Background: an optimization exercise with open tools, aiming at small area. Do not read the settings as production practice. At most, simulation tests tie the RTL to the original design; equivalence was not proved. No activity file was given, so power comes from the tool's default toggle rates.

==> flow/design.v <==
`timescale 1ns / 1ps
module alu_omux (input s, input sn, input x, input y, output z);
	assign z = ~((sn | x) & (s | y));
endmodule
module alu_xor2 (input a, input b, output y);
	assign y = a ^ b;
endmodule
module alu_xnor2 (input a, input b, output y);
	assign y = ~(a ^ b);
endmodule
module alu_nand2 (input a, input b, output y);
	assign y = ~(a & b);
endmodule
module alu_nor2 (input a, input b, output y);
	assign y = ~(a | b);
endmodule
module alu_and2 (input a, input b, output y);
	assign y = a & b;
endmodule
module alu_inv (input a, output y);
	assign y = ~a;
endmodule
module alu_a21oi (input a1, input a2, input b1, output y);
	assign y = ~((a1 & a2) | b1);
endmodule
module alu_o21ai (input a1, input a2, input b1, output y);
	assign y = ~((a1 | a2) & b1);
endmodule
module alu_a21o (input a1, input a2, input b1, output y);
	assign y = (a1 & a2) | b1;
endmodule
module alu_blk8 (input [7:0] pn, input [7:0] gn, input cin, output [7:1] cx, output G, output P);
	wire g10, p10, g32, p32, g54, p54, g76, p76;
	wire g30n, p30n, g74n, p74n, cinn, c4, c4n;
	alu_o21ai u_g10 (.a1(pn[1]), .a2(gn[0]), .b1(gn[1]), .y(g10));
	alu_nor2  u_p10 (.a(pn[1]), .b(pn[0]), .y(p10));
	alu_o21ai u_g32 (.a1(pn[3]), .a2(gn[2]), .b1(gn[3]), .y(g32));
	alu_nor2  u_p32 (.a(pn[3]), .b(pn[2]), .y(p32));
	alu_o21ai u_g54 (.a1(pn[5]), .a2(gn[4]), .b1(gn[5]), .y(g54));
	alu_nor2  u_p54 (.a(pn[5]), .b(pn[4]), .y(p54));
	alu_o21ai u_g76 (.a1(pn[7]), .a2(gn[6]), .b1(gn[7]), .y(g76));
	alu_nor2  u_p76 (.a(pn[7]), .b(pn[6]), .y(p76));
	alu_a21oi u_g30 (.a1(p32), .a2(g10), .b1(g32), .y(g30n));
	alu_nand2 u_p30 (.a(p32), .b(p10), .y(p30n));
	alu_a21oi u_g74 (.a1(p76), .a2(g54), .b1(g76), .y(g74n));
	alu_nand2 u_p74 (.a(p76), .b(p54), .y(p74n));
	alu_o21ai u_G (.a1(p74n), .a2(g30n), .b1(g74n), .y(G));
	alu_nor2  u_P (.a(p74n), .b(p30n), .y(P));
	alu_inv   u_cinn (.a(cin), .y(cinn));
	alu_o21ai u_c1 (.a1(pn[0]), .a2(cinn), .b1(gn[0]), .y(cx[1]));
	alu_a21oi u_c2 (.a1(p10), .a2(cin), .b1(g10), .y(cx[2]));
	alu_o21ai u_c3 (.a1(pn[2]), .a2(cx[2]), .b1(gn[2]), .y(cx[3]));
	alu_o21ai u_c4 (.a1(p30n), .a2(cinn), .b1(g30n), .y(c4));
	alu_inv   u_c4n (.a(c4), .y(c4n));
	assign cx[4] = c4n;
	alu_o21ai u_c5 (.a1(pn[4]), .a2(c4n), .b1(gn[4]), .y(cx[5]));
	alu_a21oi u_c6 (.a1(p54), .a2(c4), .b1(g54), .y(cx[6]));
	alu_o21ai u_c7 (.a1(pn[6]), .a2(cx[6]), .b1(gn[6]), .y(cx[7]));
endmodule
module alu_o221ai (input a1, input a2, input b1, input b2, input c1, output y);
	assign y = ~((a1 | a2) & (b1 | b2) & c1);
endmodule
module alu_a22oi (input a1, input a2, input b1, input b2, output y);
	assign y = ~((a1 & a2) | (b1 & b2));
endmodule
module alu_64 (
	input		[63:0]	A,
	input		[63:0]	B,
	output reg	[63:0]	Z,
	output reg			overflow,
	input		[3:0]	aluctrl,
	input 		[63:0]	cmp_val,
	input		clk,
	input		reset
	);
	wire	[15:0]	dec = 16'b1 << aluctrl;
	wire	run = ~reset;
	wire	sub = dec[1];
	wire	inv = dec[1] | dec[4];		 
	wire	kA = run & (dec[0] | dec[1]);	 
	wire	kG = run & (dec[2] | dec[3]);	 
	wire	kP = run & (dec[3] | dec[4]);	 
	wire	kS = run & (dec[6] | dec[7]);	 
	wire	kE = run & dec[5];
	wire	kE16 = run & dec[8];
	wire	kT = run & (dec[9] | dec[10]);
	wire	left = ~(aluctrl[3] ^ aluctrl[0]);	 
	wire	leftn = ~left;
	wire	[5:0]	sa = B[5:0];
	wire	[5:0]	san = ~B[5:0];
	genvar i, j, k;
	wire	[63:0]	bx, pn, gn;
	generate for (i = 0; i < 64; i = i + 1) begin : g_pg
		alu_xor2 u_bx (.a(B[i]), .b(inv), .y(bx[i]));
		alu_xnor2 u_p (.a(A[i]), .b(bx[i]), .y(pn[i]));
		alu_nand2 u_g (.a(A[i]), .b(bx[i]), .y(gn[i]));
	end endgenerate
	wire	[64:0]	cx;
	wire	[7:0]	G, P;
	assign cx[0] = sub;
	generate for (j = 0; j < 8; j = j + 1) begin : g_blk
		alu_blk8 u_b (.pn(pn[8*j+7:8*j]), .gn(gn[8*j+7:8*j]), .cin(cx[8*j]),
			.cx(cx[8*j+7:8*j+1]), .G(G[j]), .P(P[j]));
		alu_a21o u_c (.a1(P[j]), .a2(cx[8*j]), .b1(G[j]), .y(cx[8*j+8]));
	end endgenerate
	wire	[63:0]	y;
	generate for (i = 0; i < 64; i = i + 1) begin : g_sum
		if (i % 2 == 1 || i % 8 == 0) begin : g_t
			alu_xnor2 u_s (.a(pn[i]), .b(cx[i]), .y(y[i]));
		end else begin : g_n
			alu_xor2 u_s (.a(pn[i]), .b(cx[i]), .y(y[i]));
		end
	end endgenerate
	wire	[7*64-1:0]	st;	 
	wire	[63:0]	t;
	generate for (i = 0; i < 64; i = i + 1) begin : g_rin
		alu_omux u (.s(left), .sn(leftn), .x(A[63-i]), .y(A[i]), .z(st[64*(0) + i]));
	end endgenerate
	generate for (k = 0; k < 6; k = k + 1) begin : g_st
		for (i = 0; i < 64; i = i + 1) begin : g_b
			if (i + (1 << k) < 64) begin : g_m
				alu_omux u (.s(sa[k]), .sn(san[k]), .x(st[64*(k) + i + (1 << k)]), .y(st[64*(k) + i]), .z(st[64*(k+1) + i]));
			end else if (k % 2 == 0) begin : g_z0
				assign st[64*(k+1) + i] = ~(sa[k] | st[64*(k) + i]);
			end else begin : g_z1
				assign st[64*(k+1) + i] = ~(san[k] & st[64*(k) + i]);
			end
		end
	end endgenerate
	generate for (i = 0; i < 64; i = i + 1) begin : g_rout
		alu_omux u (.s(left), .sn(leftn), .x(st[64*(6) + 63-i]), .y(st[64*(6) + i]), .z(t[i]));
	end endgenerate
	wire	[63:0]	te;
	generate for (i = 0; i < 64; i = i + 1) begin : g_teq
		alu_xnor2 u (.a(t[i]), .b(cmp_val[i]), .y(te[i]));
	end endgenerate
	wire	teq = &te;
	wire	eq = &pn;		 
	wire	eq16 = &pn[15:0];
	wire	kPn = ~kP;
	wire	kGn = ~kG;
	wire	[63:0]	w, r;
	generate for (i = 0; i < 64; i = i + 1) begin : g_z
		alu_a22oi u_w (.a1(kA), .a2(y[i]), .b1(kS), .b2(t[i]), .y(w[i]));
		alu_o221ai u_r (.a1(kPn), .a2(pn[i]), .b1(kGn), .b2(gn[i]), .c1(w[i]), .y(r[i]));
	end endgenerate
	always @(posedge clk) begin
		Z <= {r[63:1], r[0] | (kE & eq) | (kE16 & eq16) | (kT & teq)};
		overflow <= kA & (cx[63] ^ cx[64]);
	end
endmodule
Settings: LEC_CHECK=0, CAP_MARGIN=35, CORE_MARGIN=2, CORE_UTILIZATION=30, CTS_BUF_LIST=sky130_fd_sc_hd__clkbuf_8, SETUP_SLACK_MARGIN=0.2, SLEW_MARGIN=30, SYNTH_HIERARCHICAL=1, SYNTH_MINIMUM_KEEP_SIZE=0; clock period 8.0 ns.
standard.sh (not shown) runs the stock make flow with config.mk's settings and CLKGATE_MAP_FILE= SYNTH_SCRIPT=/design/flow/synth_recipe.tcl, a recipe that flattens the netlist after the stock synthesis.
==> flow/flow/run.sh <==
#!/bin/bash
# The standard ORFS layout with three changes:
#  - synthesis maps with an area-oriented ABC script (flow/abc_area.script);
#    the design's small leaf modules are kept apart by SYNTH_HIERARCHICAL,
#    and the netlist is flattened and renamed as synth_recipe.tcl does;
#  - the port buffers are made from the smallest buffer cell;
#  - power (and with it area) recovery after global routing;
#  - a clock tree with fewer, larger sink clusters and no dummy loads.
# make's full output goes to standard.log; each ORFS step logs under orfs/logs.
set -euo pipefail
here=$(pwd)
{
  head -n 1 synth_recipe.tcl
  cat <<EOT
proc abc {args} {
  set i [lsearch -exact \$args -script]
  if {\$i >= 0} { lset args [expr {\$i + 1}] $here/flow/abc_area.script }
  yosys abc {*}\$args
}
EOT
  tail -n +2 synth_recipe.tcl
} > my_synth.tcl
sed "s#SYNTH_SCRIPT=[^ ]*#SYNTH_SCRIPT=$here/my_synth.tcl#" standard.sh > my_standard.sh
grep -q "SYNTH_SCRIPT=$here/my_synth.tcl" my_standard.sh
bash my_standard.sh \
  BUFFER_PORTS_ARGS="-buffer_cell sky130_fd_sc_hd__buf_1" \
  RECOVER_POWER=100 \
  CTS_ARGS="-sink_clustering_enable -repair_clock_nets -dont_use_dummy_load -buf_list sky130_fd_sc_hd__clkbuf_8 -sink_clustering_size 24 -sink_clustering_max_diameter 120" \
  finish > standard.log 2>&1
==> flow/flow/abc_area.script <==
strash
dch
amap
topo
stime -c
The starting point ran to the end with no violations.
Edit:
--- a/flow/design.v
+++ b/flow/design.v
@@ -23,18 +23,15 @@
 module alu_a21oi (input a1, input a2, input b1, output y);
 	assign y = ~((a1 & a2) | b1);
 endmodule
 module alu_o21ai (input a1, input a2, input b1, output y);
 	assign y = ~((a1 | a2) & b1);
 endmodule
-module alu_a21o (input a1, input a2, input b1, output y);
-	assign y = (a1 & a2) | b1;
-endmodule
-module alu_blk8 (input [7:0] pn, input [7:0] gn, input cin, output [7:1] cx, output G, output P);
+module alu_blk8 (input [7:0] pn, input [7:0] gn, input cin, input cinn, output [7:1] cx, output G, output P);
 	wire g10, p10, g32, p32, g54, p54, g76, p76;
-	wire g30n, p30n, g74n, p74n, cinn, c4, c4n;
+	wire g30n, p30n, g74n, p74n, c4, c4n;
 	alu_o21ai u_g10 (.a1(pn[1]), .a2(gn[0]), .b1(gn[1]), .y(g10));
 	alu_nor2  u_p10 (.a(pn[1]), .b(pn[0]), .y(p10));
 	alu_o21ai u_g32 (.a1(pn[3]), .a2(gn[2]), .b1(gn[3]), .y(g32));
 	alu_nor2  u_p32 (.a(pn[3]), .b(pn[2]), .y(p32));
 	alu_o21ai u_g54 (.a1(pn[5]), .a2(gn[4]), .b1(gn[5]), .y(g54));
 	alu_nor2  u_p54 (.a(pn[5]), .b(pn[4]), .y(p54));
@@ -43,13 +40,12 @@
 	alu_a21oi u_g30 (.a1(p32), .a2(g10), .b1(g32), .y(g30n));
 	alu_nand2 u_p30 (.a(p32), .b(p10), .y(p30n));
 	alu_a21oi u_g74 (.a1(p76), .a2(g54), .b1(g76), .y(g74n));
 	alu_nand2 u_p74 (.a(p76), .b(p54), .y(p74n));
 	alu_o21ai u_G (.a1(p74n), .a2(g30n), .b1(g74n), .y(G));
 	alu_nor2  u_P (.a(p74n), .b(p30n), .y(P));
-	alu_inv   u_cinn (.a(cin), .y(cinn));
 	alu_o21ai u_c1 (.a1(pn[0]), .a2(cinn), .b1(gn[0]), .y(cx[1]));
 	alu_a21oi u_c2 (.a1(p10), .a2(cin), .b1(g10), .y(cx[2]));
 	alu_o21ai u_c3 (.a1(pn[2]), .a2(cx[2]), .b1(gn[2]), .y(cx[3]));
 	alu_o21ai u_c4 (.a1(p30n), .a2(cinn), .b1(g30n), .y(c4));
 	alu_inv   u_c4n (.a(c4), .y(c4n));
 	assign cx[4] = c4n;
@@ -93,18 +89,21 @@
 	generate for (i = 0; i < 64; i = i + 1) begin : g_pg
 		alu_xor2 u_bx (.a(B[i]), .b(inv), .y(bx[i]));
 		alu_xnor2 u_p (.a(A[i]), .b(bx[i]), .y(pn[i]));
 		alu_nand2 u_g (.a(A[i]), .b(bx[i]), .y(gn[i]));
 	end endgenerate
 	wire	[64:0]	cx;
+	wire	[8:0]	cn;	 
 	wire	[7:0]	G, P;
 	assign cx[0] = sub;
+	assign cn[0] = ~sub;
 	generate for (j = 0; j < 8; j = j + 1) begin : g_blk
-		alu_blk8 u_b (.pn(pn[8*j+7:8*j]), .gn(gn[8*j+7:8*j]), .cin(cx[8*j]),
+		alu_blk8 u_b (.pn(pn[8*j+7:8*j]), .gn(gn[8*j+7:8*j]), .cin(cx[8*j]), .cinn(cn[j]),
 			.cx(cx[8*j+7:8*j+1]), .G(G[j]), .P(P[j]));
-		alu_a21o u_c (.a1(P[j]), .a2(cx[8*j]), .b1(G[j]), .y(cx[8*j+8]));
+		alu_a21oi u_cn (.a1(P[j]), .a2(cx[8*j]), .b1(G[j]), .y(cn[j+1]));
+		alu_inv u_c (.a(cn[j+1]), .y(cx[8*j+8]));
 	end endgenerate
 	wire	[63:0]	y;
 	generate for (i = 0; i < 64; i = i + 1) begin : g_sum
 		if (i % 2 == 1 || i % 8 == 0) begin : g_t
 			alu_xnor2 u_s (.a(pn[i]), .b(cx[i]), .y(y[i]));
 		end else begin : g_n
The changed run finished clean.
Hold slack improves by 0.0099 ns.
Clock-buffer cell count does not change.
Worst setup slack gets worse by 0.43 ns.
First-iteration DRC count went down by 12%.
Final area increases by 3.8%.
Combinational power came out higher by 5.5%.
Final cell count increases by 2.5%.
Wire length climbs by 2.4%.
Non-clock buffer count goes up by 56.
Die area stays flat.
Global-route usage grows by 1.3 points.

---

Setup of run 1:
RTL: the design.v shown in full above, as it stands there.
clock: 8.0 ns
lec_check: 0
cap_margin: 35
core_margin: 2
core_utilization: 30
cts_buf_list: sky130_fd_sc_hd__clkbuf_8
setup_slack_margin: 0.2
slew_margin: 30
synth_hierarchical: 1
synth_minimum_keep_size: 0
==> flow/flow/run.sh <==
#!/bin/bash
# The standard ORFS layout with these changes:
#  - synthesis maps with an area-oriented ABC script (flow/abc_area.script);
#    the design's small leaf modules are kept apart by SYNTH_HIERARCHICAL,
#    and the netlist is flattened and renamed as synth_recipe.tcl does;
#  - the port buffers are made from the smallest buffer cell;
#  - no pre-placement timing repair (it only upsizes cells whose high-fanout
#    nets are not buffered yet);
#  - power (and with it area) recovery after global routing;
#  - a clock tree with fewer, larger sink clusters and no dummy loads.
# make's full output goes to standard.log; each ORFS step logs under orfs/logs.
set -euo pipefail
here=$(pwd)
{
  head -n 1 synth_recipe.tcl
  cat <<EOT
proc abc {args} {
  set i [lsearch -exact \$args -script]
  if {\$i >= 0} { lset args [expr {\$i + 1}] $here/flow/abc_area.script }
  yosys abc {*}\$args
}
EOT
  tail -n +2 synth_recipe.tcl
} > my_synth.tcl
sed "s#SYNTH_SCRIPT=[^ ]*#SYNTH_SCRIPT=$here/my_synth.tcl#" standard.sh > my_standard.sh
grep -q "SYNTH_SCRIPT=$here/my_synth.tcl" my_standard.sh
bash my_standard.sh \
  BUFFER_PORTS_ARGS="-buffer_cell sky130_fd_sc_hd__buf_1" \
  RECOVER_POWER=100 \
  REMOVE_ABC_BUFFERS=1 \
  CTS_ARGS="-sink_clustering_enable -repair_clock_nets -dont_use_dummy_load -buf_list sky130_fd_sc_hd__clkbuf_8 -sink_clustering_size 24 -sink_clustering_max_diameter 120" \
  finish > standard.log 2>&1
Scripts as last shown in full above: flow/flow/abc_area.script
#### Input delta (run 2 over run 1)
diff --git a/flow/design.v b/flow/design.v
--- a/flow/design.v
+++ b/flow/design.v
@@ -98,14 +98,28 @@
 	wire	[64:0]	cx;
 	wire	[7:0]	G, P;
 	assign cx[0] = sub;
 	generate for (j = 0; j < 8; j = j + 1) begin : g_blk
 		alu_blk8 u_b (.pn(pn[8*j+7:8*j]), .gn(gn[8*j+7:8*j]), .cin(cx[8*j]),
 			.cx(cx[8*j+7:8*j+1]), .G(G[j]), .P(P[j]));
-		alu_a21o u_c (.a1(P[j]), .a2(cx[8*j]), .b1(G[j]), .y(cx[8*j+8]));
+		if (j != 3 && j != 5) begin : g_c
+			alu_a21o u_c (.a1(P[j]), .a2(cx[8*j]), .b1(G[j]), .y(cx[8*j+8]));
+		end
 	end endgenerate
+	wire	g10n, p10n, g32n, p32n, g30, p30, g54n, p54n, c32n;
+	alu_a21oi u_g10 (.a1(P[1]), .a2(G[0]), .b1(G[1]), .y(g10n));
+	alu_nand2 u_p10 (.a(P[1]), .b(P[0]), .y(p10n));
+	alu_a21oi u_g32 (.a1(P[3]), .a2(G[2]), .b1(G[3]), .y(g32n));
+	alu_nand2 u_p32 (.a(P[3]), .b(P[2]), .y(p32n));
+	alu_o21ai u_g30 (.a1(p32n), .a2(g10n), .b1(g32n), .y(g30));
+	alu_nor2  u_p30 (.a(p32n), .b(p10n), .y(p30));
+	alu_a21oi u_c32n (.a1(p30), .a2(cx[0]), .b1(g30), .y(c32n));
+	alu_inv   u_c32 (.a(c32n), .y(cx[32]));
+	alu_a21oi u_g54 (.a1(P[5]), .a2(G[4]), .b1(G[5]), .y(g54n));
+	alu_nand2 u_p54 (.a(P[5]), .b(P[4]), .y(p54n));
+	alu_o21ai u_c48 (.a1(p54n), .a2(c32n), .b1(g54n), .y(cx[48]));
 	wire	[63:0]	y;
 	generate for (i = 0; i < 64; i = i + 1) begin : g_sum
 		if (i % 2 == 1 || i % 8 == 0) begin : g_t
 			alu_xnor2 u_s (.a(pn[i]), .b(cx[i]), .y(y[i]));
 		end else begin : g_n
 			alu_xor2 u_s (.a(pn[i]), .b(cx[i]), .y(y[i]));
==> run notes <==
Run 2: flow completed, timing, DRC and antenna clean. On run 2: global-route usage is 0.76 points higher than what run 1 gave. Compared with run 1, in run 2 cell count higher, first-pass iteration count of the detailed router +3, post-route worst setup slack now sits higher, die area saw an increase, power dissipated in the clock network now sits at about the same level. Relative to run 1, the final cell area reported for run 2 is higher. For run 1, the slowest library cell on the worst path was sky130_fd_sc_hd__nor4_1, unlike run 2, where it was sky130_fd_sc_hd__o21ai_0. The faster design of the two is run 2; run 1 tops out lower.
For run 2, only the layout was checked, not whether the RTL still works.

## afterwards: timing with drivers on the ports
In the flow no input, the clock included, has a driving cell. The finished layouts below were timed again as built, in two steps. Step 1, drivers: a clkbuf_16 drives clk and a buf_2 each remaining input, both assumed. Step 2 adds t to the input delays and takes it off the output delays; t is the mean of the earliest and latest rising clock arrival at the registers after step 1. Input paths then give back, and output paths get back, about the clock's delay inside the block. a / b / c = ideal / step 1 / step 2; a / b = the first two.
run | shift t [ns] | setup slack, ns | clock arrival spread, ns | worst register clock-pin slew, ns
the first run of note 1 | 0.441 | 0.911 / 0.930 / 0.489 | 0.020 / 0.020 | 0.08 / 0.08
the second run of note 1 | 0.436 | 0.486 / 0.506 / 0.070 | 0.012 / 0.012 | 0.07 / 0.07
run 1 | 0.430 | 0.533 / 0.557 / 0.126 | 0.024 / 0.023 | 0.08 / 0.08
run 2 | 0.433 | 1.214 / 1.237 / 0.804 | 0.017 / 0.017 | 0.08 / 0.08
After both steps setup and hold are still met in every run listed. The setup slack of the first run of note 1, which loses most, moves by +0.019 ns with the drivers and by -0.422 ns with both steps.
